Context: an optimization exercise on an open-source flow, tuned for small area. The choices shown serve that exercise and are no tape-out recipe. Only simulation tests tie the RTL to the original design; equivalence was not proved.

==> run a: inputs <==
## myidct_less_lut
module myidct_less_lut(clk, rst, start, dct_2d, idct_2d, rdy);
==> module myidct_less_lut, before the edit <==
module myidct_less_lut(clk, rst, start, dct_2d, idct_2d, rdy);
output [7:0] idct_2d;
output rdy;
input clk, rst, start;
input [11:0] dct_2d;
integer n;
wire en = start & ~rst;
reg [5:0] pos;
reg wrapped;
reg rdy_q;
always @(posedge clk) begin
    if (rst) begin
        pos <= 6'd0;
        wrapped <= 1'b0;
        rdy_q <= 1'b0;
    end else if (start) begin
        pos <= pos + 6'd1;
        if (pos == 6'd63) wrapped <= 1'b1;
        if (wrapped && pos == 6'd11) rdy_q <= 1'b1;
    end
end
wire [2:0] ph = pos[2:0];
reg [11:0] xin [0:62];
always @(posedge clk) begin
    if (start) begin
        xin[0] <= dct_2d;
        for (n = 1; n < 63; n = n + 1) xin[n] <= xin[n-1];
    end
end
reg [11:0] xs [0:63];
always @(posedge clk) begin
    if (en && pos == 6'd63) begin
        for (n = 0; n < 63; n = n + 1) xs[n] <= xin[62-n];
        xs[63] <= dct_2d;
    end
end
wire [11:0] xr [0:7];
genvar g;
generate
    for (g = 0; g < 8; g = g + 1) begin : rowsel
        assign xr[g] = xs[{ph, g[2:0]}];
    end
endgenerate
wire [27:0] y;
idct_dot_row rowpass(.sel(pos[5:3]), .x0(xr[0]), .x1(xr[1]), .x2(xr[2]), .x3(xr[3]),
                     .x4(xr[4]), .x5(xr[5]), .x6(xr[6]), .x7(xr[7]), .y(y));
reg [27:0] ysr [0:6];
always @(posedge clk) begin
    if (start) begin
        ysr[0] <= y;
        for (n = 1; n < 7; n = n + 1) ysr[n] <= ysr[n-1];
    end
end
wire [28:0] splus, sminus;
idct_addsub sadd(.a(ysr[6]), .b(ysr[2]), .sum(splus), .dif(sminus));
reg [28:0] sa, sb;
reg [27:0] pa, pb;
reg [27:0] o [0:3];
always @(posedge clk) begin
    if (start) begin
        if (ph == 3'd7) begin
            sa <= splus;
            sb <= sminus;
            pa <= ysr[4];
            pb <= ysr[0];
            o[0] <= ysr[5];
            o[1] <= ysr[3];
            o[2] <= ysr[1];
            o[3] <= y;
        end else begin
            sa <= sb;
            sb <= sa;
            pa <= ~pb;
            pb <= pa;
            o[0] <= ~o[2];
            o[1] <= o[0];
            o[2] <= ~o[3];
            o[3] <= ~o[1];
        end
    end
end
wire [7:0] pix;
idct_dot_col colpass(.ph(ph), .sa(sa), .pa(pa), .pb(pb), .o0(o[0]), .o1(o[1]),
                     .o2(o[2]), .o3(o[3]), .pix(pix));
reg [7:0] pbuf [0:3];
reg [1:0] ra;
always @(*) begin
    case (pos[4:0])
        5'd0: ra = 2'd0;
        5'd1: ra = 2'd1;
        5'd2: ra = 2'd2;
        5'd3: ra = 2'd3;
        5'd4: ra = 2'd0;
        5'd5: ra = 2'd1;
        5'd6: ra = 2'd3;
        5'd7: ra = 2'd3;
        5'd8: ra = 2'd2;
        5'd9: ra = 2'd3;
        5'd10: ra = 2'd1;
        5'd11: ra = 2'd0;
        5'd12: ra = 2'd2;
        5'd13: ra = 2'd3;
        5'd14: ra = 2'd0;
        5'd15: ra = 2'd0;
        5'd16: ra = 2'd1;
        5'd17: ra = 2'd0;
        5'd18: ra = 2'd3;
        5'd19: ra = 2'd2;
        5'd20: ra = 2'd1;
        5'd21: ra = 2'd0;
        5'd22: ra = 2'd2;
        5'd23: ra = 2'd2;
        5'd24: ra = 2'd3;
        5'd25: ra = 2'd2;
        5'd26: ra = 2'd0;
        5'd27: ra = 2'd1;
        5'd28: ra = 2'd3;
        5'd29: ra = 2'd2;
        5'd30: ra = 2'd1;
        5'd31: ra = 2'd1;
        default: ra = 0;
    endcase
end
always @(posedge clk) begin
    if (start) pbuf[ra] <= pix;
end
assign rdy = rdy_q & start;
assign idct_2d = (rdy & ~rst) ? pbuf[ra] : 8'd0;
endmodule
Settings: LEC_CHECK=0, CAP_MARGIN=20, CORE_MARGIN=2, CORE_UTILIZATION=65, CTS_CLUSTER_DIAMETER=100, CTS_CLUSTER_SIZE=32, PLACE_DENSITY=0.72, SLEW_MARGIN=20, SYNTH_HIERARCHICAL=1, SYNTH_MINIMUM_KEEP_SIZE=0; clock period 15.0 ns.
run.sh (not shown) runs the stock make flow with config.mk's settings and CLKGATE_MAP_FILE= SYNTH_SCRIPT=/design/flow/synth_recipe.tcl, a recipe that flattens the netlist after the stock synthesis.
==> run b (differences from run a) <==
--- a/flow/config.mk
+++ b/flow/config.mk
@@ -9,7 +9,7 @@
 export CORE_MARGIN = 2
 export CORE_UTILIZATION = 65
 export CTS_CLUSTER_DIAMETER = 100
-export CTS_CLUSTER_SIZE = 32
+export CTS_CLUSTER_SIZE = 24
 export PLACE_DENSITY = 0.72
 export SLEW_MARGIN = 20
 export SYNTH_HIERARCHICAL = 1
==> run c (differences from run a) <==
--- a/flow/design.v
+++ b/flow/design.v
@@ -3386,25 +3386,25 @@
     end
 end
 wire [2:0] ph = pos[2:0];
-reg [11:0] xin [0:62];
+reg [11:0] xin [0:55];
 always @(posedge clk) begin
-    if (start) begin
+    if (start && pos[5:3] != 3'd7) begin
         xin[0] <= dct_2d;
-        for (n = 1; n < 63; n = n + 1) xin[n] <= xin[n-1];
+        for (n = 1; n < 56; n = n + 1) xin[n] <= xin[n-1];
     end
 end
 reg [11:0] xs [0:63];
 always @(posedge clk) begin
-    if (en && pos == 6'd63) begin
-        for (n = 0; n < 63; n = n + 1) xs[n] <= xin[62-n];
-        xs[63] <= dct_2d;
+    if (start && pos == 6'd63) begin
+        for (n = 0; n < 56; n = n + 1) xs[n] <= xin[55-n];
     end
+    if (start && pos[5:3] == 3'd7) xs[{3'd7, pos[2:0]}] <= dct_2d;
 end
 wire [11:0] xr [0:7];
 genvar g;
 generate
     for (g = 0; g < 8; g = g + 1) begin : rowsel
-        assign xr[g] = xs[{ph, g[2:0]}];
+        assign xr[g] = xs[{ph - 3'd1, g[2:0]}];
     end
 endgenerate
 wire [27:0] y;
@@ -3418,7 +3418,7 @@
     end
 end
 wire [28:0] splus, sminus;
-idct_addsub sadd(.a(ysr[6]), .b(ysr[2]), .sum(splus), .dif(sminus));
+idct_addsub sadd(.a(ysr[5]), .b(ysr[1]), .sum(splus), .dif(sminus));
 reg [28:0] sa, sb;
 reg [27:0] pa, pb;
 reg [27:0] o [0:3];
@@ -3427,12 +3427,12 @@
         if (ph == 3'd7) begin
             sa <= splus;
             sb <= sminus;
-            pa <= ysr[4];
-            pb <= ysr[0];
-            o[0] <= ysr[5];
-            o[1] <= ysr[3];
-            o[2] <= ysr[1];
-            o[3] <= y;
+            pa <= ysr[3];
+            pb <= y;
+            o[0] <= ysr[4];
+            o[1] <= ysr[2];
+            o[2] <= ysr[0];
+            o[3] <= ysr[6];
         end else begin
             sa <= sb;
             sb <= sa;
==> flow/config.mk (replaced) <==
export PLATFORM = sky130hd
export DESIGN_NAME = myidct_less_lut
export DESIGN_NICKNAME = myidct_less_lut
export VERILOG_FILES = /design/flow/design.v
export SDC_FILE = /design/flow/constraint.sdc
export NUM_CORES = 8
export LEC_CHECK = 0
export CAP_MARGIN = 0
export CORE_MARGIN = 2
export CORE_UTILIZATION = 55
export CTS_CLUSTER_DIAMETER = 100
export CTS_CLUSTER_SIZE = 28
export PLACE_DENSITY = 0.62
export SLEW_MARGIN = 0
export SYNTH_HIERARCHICAL = 1
export SYNTH_MINIMUM_KEEP_SIZE = 0
==> metrics.md <==
| Metric | Value |
|---|---|
| Reg2reg end | `o[3][26]` |
| CP Capture Point | `o[3][26]` |
| Outcome | `finished clean` |
| Final clock-cell share | `2.089%` |
| Post-Synthesis Cells | `6,138` |
| Number of cells after detailed placement | `8,113` |
| Met2 Use GR | `57.72%` |
| Area post-placement | `0.1092 mm^2` |
| Starting DRT DRC Count | `7,412` |
| Drt first pass iters | `9` |
| Multi-input combinational area share | `39.55%` |
the above is filed under run a

==> metrics.md <==
| Metric | Value |
|---|---|
| Outcome | `finished clean` |
| Starting DRT DRC Count | `5,594` |
| CP Capture Point | `pb[26]` |
| Chip Height | `440.2 um` |
| Multi-input combinational area share | `40.70%` |
| CP Data Required Time | `15,480 ps` |
| Non-clk buf share | `0.9617%` |
| Met2 Use GR | `48.19%` |
| Drt first pass iters | `8` |
| Final clock-cell share | `2.126%` |
| Reg2reg end | `pb[26]` |
| Hold Crit Endpoint | `xs[45][2]` |
| Area post-placement | `0.1075 mm^2` |
the above is filed under run c

==> metrics.md <==
| Metric | Value |
|---|---|
| Number of cells after detailed placement | `8,113` |
| Met2 Use GR | `57.85%` |
| Post-Synthesis Cells | `6,138` |
| Drt first pass iters | `8` |
| Area post-placement | `0.1092 mm^2` |
| Outcome | `finished clean` |
| Starting DRT DRC Count | `7,673` |
| Multi-input combinational area share | `39.41%` |
| # rows | `148` |
| Finished Cell Area | `0.1119 mm^2` |
| Reg2reg end | `o[3][26]` |
| CP Capture Point | `o[3][26]` |
| Crit Path Category | `flop to flop` |
| Final clock-cell share | `2.442%` |
the above is filed under run b


* * *

==> inputs of v39 <==
myidct_less_lut again, from the RTL that the note above started with.
export LEC_CHECK = 0
export CAP_MARGIN = 0
export CORE_MARGIN = 2
export CORE_UTILIZATION = 65
export CTS_CLUSTER_DIAMETER = 100
export CTS_CLUSTER_SIZE = 28
export PLACE_DENSITY = 0.72
export SLEW_MARGIN = 0
export SYNTH_HIERARCHICAL = 1
export SYNTH_MINIMUM_KEEP_SIZE = 0
create_clock -name core_clock -period 15.0 [get_ports {clk}]
==> v11: changes against v39 <==
CAP_MARGIN = 20   (was 0)
CTS_CLUSTER_DIAMETER = unset   (was 100)
CTS_CLUSTER_SIZE = unset   (was 28)
SLEW_MARGIN = 20   (was 0)
==> v20: changes against v39 <==
--- a/flow/design.v
+++ b/flow/design.v
@@ -3388,7 +3388,7 @@
 wire [2:0] ph = pos[2:0];
-reg [11:0] xin [0:62];
+reg [11:0] xin [0:55];
 always @(posedge clk) begin
-    if (start) begin
+    if (start && pos[5:3] != 3'd7) begin
         xin[0] <= dct_2d;
-        for (n = 1; n < 63; n = n + 1) xin[n] <= xin[n-1];
+        for (n = 1; n < 56; n = n + 1) xin[n] <= xin[n-1];
     end
@@ -3397,6 +3397,6 @@
 always @(posedge clk) begin
-    if (en && pos == 6'd63) begin
-        for (n = 0; n < 63; n = n + 1) xs[n] <= xin[62-n];
-        xs[63] <= dct_2d;
+    if (start && pos == 6'd63) begin
+        for (n = 0; n < 56; n = n + 1) xs[n] <= xin[55-n];
     end
+    if (start && pos[5:3] == 3'd7) xs[{3'd7, pos[2:0]}] <= dct_2d;
 end
@@ -3406,3 +3406,3 @@
     for (g = 0; g < 8; g = g + 1) begin : rowsel
-        assign xr[g] = xs[{ph, g[2:0]}];
+        assign xr[g] = xs[{ph - 3'd1, g[2:0]}];
     end
@@ -3420,3 +3420,3 @@
 wire [28:0] splus, sminus;
-idct_addsub sadd(.a(ysr[6]), .b(ysr[2]), .sum(splus), .dif(sminus));
+idct_addsub sadd(.a(ysr[5]), .b(ysr[1]), .sum(splus), .dif(sminus));
 reg [28:0] sa, sb;
@@ -3429,8 +3429,8 @@
             sb <= sminus;
-            pa <= ysr[4];
-            pb <= ysr[0];
-            o[0] <= ysr[5];
-            o[1] <= ysr[3];
-            o[2] <= ysr[1];
-            o[3] <= y;
+            pa <= ysr[3];
+            pb <= y;
+            o[0] <= ysr[4];
+            o[1] <= ysr[2];
+            o[2] <= ysr[0];
+            o[3] <= ysr[6];
         end else begin
==> reports/results.txt <==
Adder-cell area share of the yosys netlist -> 30.1%
RR Endpoint -> pb[26]
Non-clk invs -> 400
Status -> finished clean
Largest cells by area after synthesis -> edfxtp_1, fa_1, mux4_2, mux2_2, ha_1
Multi-input combinational area share -> 40.9%
Met3 Wirelength -> 20.2 mm
Vias in the first global route -> 53,800
CP startpoint -> pos[0]
# the run above: v20

==> reports/results.txt <==
Non-clk invs -> 370
Adder-cell area share of the yosys netlist -> 29.5%
RR Endpoint -> o[3][26]
List of most frequent post-synthesis cells -> edfxtp_1, fa_1, inv_1, nand2_1, nor2_1
P&R area growth vs syn -> 4.40%
Status -> finished clean
Startpoint types -> flip-flop
Largest cells by area after synthesis -> edfxtp_1, fa_1, ha_1, mux2_2, inv_1
Multi-input combinational area share -> 39.5%
# the run above: v39

==> reports/results.txt <==
Status -> finished clean
Multi-input combinational area share -> 38.3%
Largest cells by area after synthesis -> edfxtp_1, fa_1, ha_1, mux2_2, inv_1
RR Endpoint -> o[3][26]
CP startpoint -> pos[1]
Non-clk invs -> 370
# the run above: v11


* * *

==> run D: inputs <==
myidct_less_lut, a different RTL version from the one above (not shown whole).
Settings: LEC_CHECK=0, CAP_MARGIN=0, CORE_MARGIN=2, CORE_UTILIZATION=65, CTS_CLUSTER_DIAMETER=100, CTS_CLUSTER_SIZE=28, PLACE_DENSITY=0.65, SLEW_MARGIN=0, SYNTH_HIERARCHICAL=1, SYNTH_MINIMUM_KEEP_SIZE=0; clock period 15.0 ns.
==> run H: changes against run D <==
Settings changed: PLACE_DENSITY 0.65 to 0.72.
==> run G: changes against run D <==
Settings changed: PLACE_DENSITY 0.65 to 0.8.
==> notes.md <==
Clock skew, lowest first: run H, run D, run G.
Against run D, the critical path depth of run G is higher by 3.
Of run D and run H, run H has the higher first-iteration DRC count (gap about 9%, measured against run H).
Global-route usage, highest first: run G, run H, run D.
==> figures <==
| item | run H | run D | run G |
|---|---|---|---|
| Run status | timing/DRC/antenna clean | timing/DRC/antenna clean | timing/DRC/antenna clean |
| Max Used Layer | met5 | met5 | met4 |
| Number of placed instances with taps included | 7,775 | 7,771 | 7,780 |
| GRT Util Overall | 36.5% | 35.7% | 37.2% |
| Share of layout cells above drive strength 1 | 5.85% | 5.76% | 5.92% |
| Number of buffer and inverter stages on the critical path | 4 | 1 | 4 |
| Startpoint of the tightest hold check path | xin[36][3]$_DFFE_PP_ | xin[55][9]$_DFFE_PP_ | xin[55][1]$_DFFE_PP_ |
| Half-perimeter wire length of the detailed placement result | 223 mm | 218 mm | 226 mm |

## separate check: timing with driven ports
The results above use ideal ports. As a check the final layouts listed here were re-extracted and re-timed, cells and wires unchanged. Step 1 (the two cells are an assumption about what drives the block):
set clk [get_ports {clk}]
set_driving_cell -lib_cell sky130_fd_sc_hd__clkbuf_16 $clk
set_driving_cell -lib_cell sky130_fd_sc_hd__buf_2 [delete_from_list [all_inputs] $clk]
Step 2 also shifts input and output timing later by t, the mid clock arrival at the registers, as if the neighbouring blocks saw the same clock. a / b / c = ideal / step 1 / step 2; a / b = the first two.
| run | t (ns) | slack for setup (ns) | worst data-port slew with drivers (ns) |
|---|---|---|---|
| run a | 0.812 | 1.318 / 1.318 / 1.318 | 0.07 |
| run b | 0.830 | 1.237 / 1.237 / 1.237 | 0.08 |
| run c | 0.798 | 1.498 / 1.498 / 1.498 | 0.20 |
| v39 | 0.819 | 1.123 / 1.123 / 1.123 | 0.07 |
| v11 | 0.891 | 1.127 / 1.127 / 1.127 | 0.06 |
| v20 | 0.795 | 1.312 / 1.312 / 1.312 | 0.16 |
| run D | 0.831 | 1.166 / 1.166 / 1.166 | 0.12 |
| run H | 0.823 | 1.191 / 1.191 / 1.191 | 0.17 |
| run G | 0.826 | 1.131 / 1.131 / 1.131 | 0.20 |
After both steps every run listed still meets setup and hold.
